Source: an optimization exercise on an open RTL-to-GDS flow (aim: small area and a short achievable clock period). Production flows keep margins and buffers that such runs may drop.

==> v28 <==
## router
module router #(
    parameter AXIS_DATA_WIDTH = 40,
    parameter ID_WIDTH = 4,
    parameter CHANNEL_NUMBER = 5,
    parameter BUFFER_LENGTH = 8,
    parameter MAX_ROUTERS_X = 4,
    parameter MAX_ROUTERS_X_WIDTH
    = $clog2(MAX_ROUTERS_X),
    parameter MAX_ROUTERS_Y = 4,
    parameter MAX_ROUTERS_Y_WIDTH
    = $clog2(MAX_ROUTERS_Y),
    parameter ROUTER_X = 1,
    parameter ROUTER_Y = 2,
    parameter STRB_WIDTH = AXIS_DATA_WIDTH/8
)(
    input  clk_i, rst_n_i,
    input  logic [CHANNEL_NUMBER*AXIS_DATA_WIDTH-1:0] in_tdata_i,
    input  logic [CHANNEL_NUMBER*STRB_WIDTH-1:0]      in_tstrb_i,
    input  logic [CHANNEL_NUMBER*STRB_WIDTH-1:0]      in_tkeep_i,
    input  logic [CHANNEL_NUMBER-1:0]                 in_tlast_i,
    input  logic [CHANNEL_NUMBER*ID_WIDTH-1:0]        in_tid_i,
    input  logic [CHANNEL_NUMBER-1:0]                 in_tvalid_i,
    output logic [CHANNEL_NUMBER-1:0]                 in_tready_o,
    output logic [CHANNEL_NUMBER*AXIS_DATA_WIDTH-1:0] out_tdata_o,
    output logic [CHANNEL_NUMBER*STRB_WIDTH-1:0]      out_tstrb_o,
    output logic [CHANNEL_NUMBER*STRB_WIDTH-1:0]      out_tkeep_o,
    output logic [CHANNEL_NUMBER-1:0]                 out_tlast_o,
    output logic [CHANNEL_NUMBER*ID_WIDTH-1:0]        out_tid_o,
    output logic [CHANNEL_NUMBER-1:0]                 out_tvalid_o,
    input  logic [CHANNEL_NUMBER-1:0]                 out_tready_i
);
clock: 7.5 ns
lec_check: 0
abc_clock_period_in_ps: 3000
cap_margin: 20
core_margin: 2
core_utilization: 60
cts_buf_list: sky130_fd_sc_hd__clkbuf_8 sky130_fd_sc_hd__clkbuf_16
cts_cluster_diameter: 70
cts_cluster_size: 25
place_density: 0.7
setup_slack_margin: 4.3
slew_margin: 20
standard.sh (not shown) runs the stock make flow with config.mk's settings and CLKGATE_MAP_FILE= SYNTH_SCRIPT=/design/flow/synth_recipe.tcl, a recipe that flattens the netlist after the stock synthesis.
==> flow/flow/run.sh <==
#!/bin/bash
# The standard layout, with plain buffers (rather than the delay cells
# buffer_ports picks by itself) as the port buffers.
set -uo pipefail
export BUFFER_PORTS_ARGS="-buffer_cell sky130_fd_sc_hd__buf_2"
bash standard.sh > standard.log 2>&1
==> inputs of v19, as changes to v28 <==
--- a/flow/design.v
+++ b/flow/design.v
@@ -8,36 +8,38 @@
     input  logic [DATA_WIDTH-1:0] data_i,
     input  logic                  valid_i,
     output logic                  ready_o,
     output logic [DATA_WIDTH-1:0] data_o,        
     output logic                  valid_o,       
     input  logic                  ready_i,       
+    output logic [DATA_WIDTH-1:0] mem_head_o,    
     output logic [DATA_WIDTH-1:0] mem_key_o,     
+    output logic                  load_in_o,     
+    output logic                  load_mem_o,    
     output logic [DATA_WIDTH-1:0] data_next_o,   
     output logic                  valid_next_o,  
     output logic                  push_o,        
     output logic                  single_o       
 );
     localparam MEM_LEN = FIFO_LEN - 1;
     localparam CW = $clog2(FIFO_LEN + 1);
     logic [DATA_WIDTH-1:0] head;
     logic [DATA_WIDTH-1:0] mem [MEM_LEN];
     logic [MEM_LEN-1:0]    rptr, wptr;
     logic [CW-1:0]         count;
-    logic                  head_valid, full_q;
-    logic push, pop, c1, ld_mem, wr_mem;
+    logic                  head_valid, not_full;
+    logic push, pop, c1, ld_in, ld_mem, wr_mem;
     logic [DATA_WIDTH-1:0] mem_rd, mem_rd2, mem_key;
     logic [MEM_LEN-1:0]    rptr_inc;
-    logic [MEM_LEN-1:0]    rptr_q;       
-    assign rptr = rptr_q ^ MEM_LEN'(1);
     assign data_o  = head;
     assign valid_o = head_valid;
-    assign ready_o = !full_q;
-    assign push   = valid_i & (count != FIFO_LEN);
+    assign ready_o = not_full;
+    assign push   = valid_i & not_full;
     assign pop    = ready_i;
     assign c1     = (count == 1);
+    assign ld_in  = push & (!head_valid | (pop & c1));
     assign ld_mem = pop & !c1;
     assign wr_mem = push & head_valid & !(pop & c1);
     always_comb begin
         mem_rd = '0;
         for (int k = 0; k < MEM_LEN; k++)
             mem_rd = mem_rd | ({DATA_WIDTH{rptr[k]}} & mem[k]);
@@ -51,14 +53,17 @@
     always_ff @(posedge ACLK) begin
         if (push && (ld_mem ? |(wptr & rptr_inc) : |(wptr & rptr)))
             mem_key <= data_i & KEY_MASK;
         else if (ld_mem)
             mem_key <= mem_rd2;
     end
+    assign mem_head_o   = mem_rd;
     assign mem_key_o    = mem_key;
-    assign data_next_o  = pop ? (c1 ? data_i : mem_rd) : (head_valid ? head : data_i);
+    assign load_in_o    = ld_in;
+    assign load_mem_o   = ld_mem;
+    assign data_next_o  = ld_in ? data_i : (ld_mem ? mem_rd : head);
     assign valid_next_o = push | (head_valid & !(pop & c1));
     assign push_o       = push;
     assign single_o     = c1;
     always_ff @(posedge ACLK) begin
         head <= data_next_o;
     end
@@ -66,29 +71,29 @@
         for (int k = 0; k < MEM_LEN; k++)
             if (push && wptr[k])
                 mem[k] <= data_i;
     end
     always_ff @(posedge ACLK or negedge ARESETn) begin
         if (!ARESETn) begin
-            rptr_q     <= '0;
+            rptr       <= 1;
             wptr       <= 1;
             count      <= '0;
             head_valid <= 1'b0;
-            full_q     <= 1'b0;
+            not_full   <= 1'b1;
         end else begin
             if (ld_mem)
-                rptr_q <= rptr_inc ^ MEM_LEN'(1);
+                rptr <= rptr_inc;
             if (wr_mem)
                 wptr <= {wptr[MEM_LEN-2:0], wptr[MEM_LEN-1]};
             head_valid <= valid_next_o;
             if (push && !pop) begin
                 count    <= count + 1'b1;
-                full_q   <= (count == FIFO_LEN - 1);
+                not_full <= (count != FIFO_LEN - 1);
             end else if (pop && !push) begin
                 count    <= count - 1'b1;
-                full_q   <= 1'b0;
+                not_full <= 1'b1;
             end
         end
     end
 endmodule
 module algorithm_selector_XY #(
     parameter MAX_ROUTERS_X = 4,
@@ -192,14 +197,12 @@
         end
     end
     assign other        = |(valid_i & ~grant_o);
     assign to_other     = other & (!take_i | last_one);
     assign stay_pop     = take_i & !to_other;
     assign grant_next_o = to_other ? rr_grant : grant_o;
-    logic [CN-1:0] grant_q;
-    assign grant_o = grant_q ^ CN'(1);
     logic [CN-1:0] g_stored_next;
     assign g_stored_next = (valid_o && header_o) ? g_port : g_stored;
     logic          p_valid, p_hdr;       
     logic [CN-1:0] p_port;
     logic          s_valid, s_hdr;       
     logic [CN-1:0] s_port;
@@ -235,22 +238,22 @@
             header_next_o = s_hdr;
             ctrl_next_o   = s_port;
         end
     end
     always_ff @(posedge clk_i or negedge rst_n_i) begin
         if (!rst_n_i) begin
-            grant_q  <= '0;
+            grant_o  <= 1;
             valid_o  <= 1'b0;
             header_o <= 1'b0;
             ctrl_o   <= '0;
             for (int c = 0; c < CN; c++) begin
                 left[c]   <= '0;
                 stored[c] <= RESET_PORT;
             end
         end else begin
-            grant_q  <= grant_next_o ^ CN'(1);
+            grant_o  <= grant_next_o;
             valid_o  <= valid_next_o;
             header_o <= header_next_o;
             ctrl_o   <= ctrl_next_o;
             for (int c = 0; c < CN; c++) begin
                 if (grant_o[c]) begin
                     stored[c] <= g_stored_next;
@@ -271,45 +274,33 @@
     input  logic                      header_i,   
     input  logic                      tlast_i,
     input  logic [CHANNEL_NUMBER-1:0] ctrl_i,     
     input  logic                      valid_next_i,
     input  logic                      header_next_i,
     input  logic [CHANNEL_NUMBER-1:0] ctrl_next_i,
-    input  logic [CHANNEL_NUMBER-1:0] grant_next_i,  
     output logic                      take_o,     
-    output logic [CHANNEL_NUMBER-1:0] pop_o,      
     output logic [CHANNEL_NUMBER-1:0] out_valid_o,
     input  logic [CHANNEL_NUMBER-1:0] out_ready_i
 );
-    logic [CHANNEL_NUMBER-1:0] busy, busy_next, out_valid_next;
-    logic [CHANNEL_NUMBER-1:0] in_valid [CHANNEL_NUMBER];
+    logic [CHANNEL_NUMBER-1:0] busy, busy_next;
     assign take_o = |(out_valid_o & out_ready_i);
     always_comb begin
-        for (int c = 0; c < CHANNEL_NUMBER; c++)
-            pop_o[c] = |(in_valid[c] & out_ready_i);
-    end
-    always_comb begin
         for (int o = 0; o < CHANNEL_NUMBER; o++)
             busy_next[o] = (valid_i && ctrl_i[o] && out_ready_i[o]) ?
                            (header_i | (busy[o] & !tlast_i)) : busy[o];
     end
     always_ff @(posedge clk_i or negedge rst_n_i) begin
         if (!rst_n_i) begin
             busy        <= '0;
             out_valid_o <= '0;
-            for (int c = 0; c < CHANNEL_NUMBER; c++)
-                in_valid[c] <= '0;
         end else begin
             busy        <= busy_next;
-            out_valid_o <= out_valid_next;
-            for (int c = 0; c < CHANNEL_NUMBER; c++)
-                in_valid[c] <= grant_next_i[c] ? out_valid_next : '0;
+            out_valid_o <= (valid_next_i && !(header_next_i && |(ctrl_next_i & busy_next))) ?
+                           ctrl_next_i : '0;
         end
     end
-    assign out_valid_next = (valid_next_i && !(header_next_i && |(ctrl_next_i & busy_next))) ?
-                            ctrl_next_i : '0;
 endmodule
 module router #(
     parameter AXIS_DATA_WIDTH = 40,
     parameter ID_WIDTH = 4,
     parameter CHANNEL_NUMBER = 5,
     parameter BUFFER_LENGTH = 8,
@@ -352,14 +343,16 @@
                 (i == 1 && 0 < ROUTER_Y) || (i == 2 && 0 > ROUTER_X) ||
                 (i == 3 && 0 > ROUTER_Y) || (i == 4 && 0 < ROUTER_X))
                 port_of_origin = CN'(1) << i;
         end
     endfunction
     logic [FLIT_WIDTH-1:0] head_next [CN];
+    logic [FLIT_WIDTH-1:0] mem_head [CN];
     logic [FLIT_WIDTH-1:0] mem_key [CN];
     logic [CN-1:0]         head_valid;
+    logic [CN-1:0]         load_in, load_mem;
     logic [CN-1:0]         push, single;
     logic [CN-1:0]         header_next, header_head, header_in, header_mem;
     logic [CN*CN-1:0]      port_next, port_head, port_in, port_mem;
     logic [CN-1:0]         pop;
     logic [CN-1:0]         grant, grant_next;
     logic                  g_valid, g_header, take;
@@ -388,18 +381,22 @@
                 .data_i(flit),
                 .valid_i(in_tvalid_i[i]),
                 .ready_o(in_tready_o[i]),
                 .data_o(),
                 .valid_o(head_valid[i]),
                 .ready_i(pop[i]),
+                .mem_head_o(mem_head[i]),
                 .mem_key_o(mem_key[i]),
+                .load_in_o(load_in[i]),
+                .load_mem_o(load_mem[i]),
                 .data_next_o(head_next[i]),
                 .valid_next_o(),
                 .push_o(push[i]),
                 .single_o(single[i])
             );
+            assign pop[i] = take & grant[i];
             algorithm_selector_XY #(
                .MAX_ROUTERS_X(MAX_ROUTERS_X), .MAX_ROUTERS_Y(MAX_ROUTERS_Y),
                .ROUTER_X(ROUTER_X), .ROUTER_Y(ROUTER_Y), .CHANNEL_NUMBER(CN)
             ) sel_in (
                 .target_x_i(flit[DATA_LSB + MAX_ROUTERS_Y_WIDTH +: MAX_ROUTERS_X_WIDTH]),
                 .target_y_i(flit[DATA_LSB +: MAX_ROUTERS_Y_WIDTH]),
@@ -416,17 +413,17 @@
             always_ff @(posedge clk_i) begin
                 header_head[i]           <= header_next[i];
                 port_head[i*CN +: CN]    <= port_next[i*CN +: CN];
             end
             assign header_in[i]  = (flit[ID_WIDTH-1:0] == '0);
             assign header_mem[i] = (mem_key[i][ID_WIDTH-1:0] == '0);
-            assign header_next[i] = pop[i] ? (single[i] ? header_in[i] : header_mem[i]) :
-                                    (head_valid[i] ? header_head[i] : header_in[i]);
-            assign port_next[i*CN +: CN] =
-                pop[i] ? (single[i] ? port_in[i*CN +: CN] : port_mem[i*CN +: CN]) :
-                         (head_valid[i] ? port_head[i*CN +: CN] : port_in[i*CN +: CN]);
+            assign header_next[i] = load_in[i]  ? header_in[i] :
+                                    load_mem[i] ? header_mem[i] : header_head[i];
+            assign port_next[i*CN +: CN] = load_in[i]  ? port_in[i*CN +: CN] :
+                                           load_mem[i] ? port_mem[i*CN +: CN] :
+                                                         port_head[i*CN +: CN];
             assign {
                 out_tdata_o[i*AXIS_DATA_WIDTH +: AXIS_DATA_WIDTH],
                 out_tstrb_o[i*STRB_WIDTH +: STRB_WIDTH],
                 out_tkeep_o[i*STRB_WIDTH +: STRB_WIDTH],
                 out_tlast_o[i],
                 out_tid_o[i*ID_WIDTH +: ID_WIDTH]
@@ -474,13 +471,11 @@
         .header_i(g_header),
         .tlast_i(g_flit[ID_WIDTH]),
         .ctrl_i(g_ctrl),
         .valid_next_i(g_valid_next),
         .header_next_i(g_header_next),
         .ctrl_next_i(g_ctrl_next),
-        .grant_next_i(grant_next),
         .take_o(take),
-        .pop_o(pop),
         .out_valid_o(out_tvalid_o),
         .out_ready_i(out_tready_i)
     );
 endmodule
- CORE_UTILIZATION: 60 -> 45
- CTS_BUF_LIST: sky130_fd_sc_hd__clkbuf_8 sky130_fd_sc_hd__clkbuf_16 -> not set
- CTS_CLUSTER_DIAMETER: 70 -> not set
- CTS_CLUSTER_SIZE: 25 -> not set
- PLACE_DENSITY: 0.7 -> 0.6
==> results.txt <==
Synth async-reset ratio 0.0836; outcome complete, no violations; FMAX 251 MHz; top post-synthesis cells by area edfxtp_1 (62%), dfxtp_1 (6.9%), a22oi_1 (5.6%); CTS buffer count 133; Cell Count Post-Placement 8265; wire length on met3 47400 µm
Source of the figures above: v28

==> results.txt <==
hold buffers post-CTS 0; outcome complete, no violations; top post-synthesis cells by area edfxtp_1 (62%), dfxtp_1 (6.8%), a22oi_1 (5.2%); FMAX 288 MHz; Cell Count Post-Placement 9428; wire length on met3 39300 µm; CTS buffer count 278; Root Driver clkbuf_16; Synth async-reset ratio 0.0744
Source of the figures above: v19

No functional check of the RTL was part of any run of this note.

## afterwards: timing with drivers on the ports
The flow's constraints put no driver on any port. The routed layouts listed below were extracted and timed again, unchanged, in two steps. Step 1 (the two cells are an assumption about what drives the block):
set clk [get_ports {clk_i}]
set_driving_cell -lib_cell sky130_fd_sc_hd__clkbuf_16 $clk
set_driving_cell -lib_cell sky130_fd_sc_hd__buf_2 [delete_from_list [all_inputs] $clk]
Step 2 moves the port delays by t, midway between the first and last clock arrival at a register: inputs arrive t later, outputs are due t later. That takes back most of the time a late clock gives input paths. Three values: ideal ports, drivers, drivers and shift; two values: the first two.
| run | shift t [ns] | slack for setup (ns) | latest minus earliest clock arrival (ns) |
|---|---|---|---|
| v28 | 0.911 | 3.524 / 3.564 / 2.653 | 0.044 / 0.044 |
| v19 | 0.984 | 4.026 / 4.087 / 3.103 | 0.101 / 0.100 |
After both steps every run listed still meets setup and hold. For v19, which loses most, drivers alone change the setup slack by +0.061 ns; drivers and shift together by -0.923 ns.
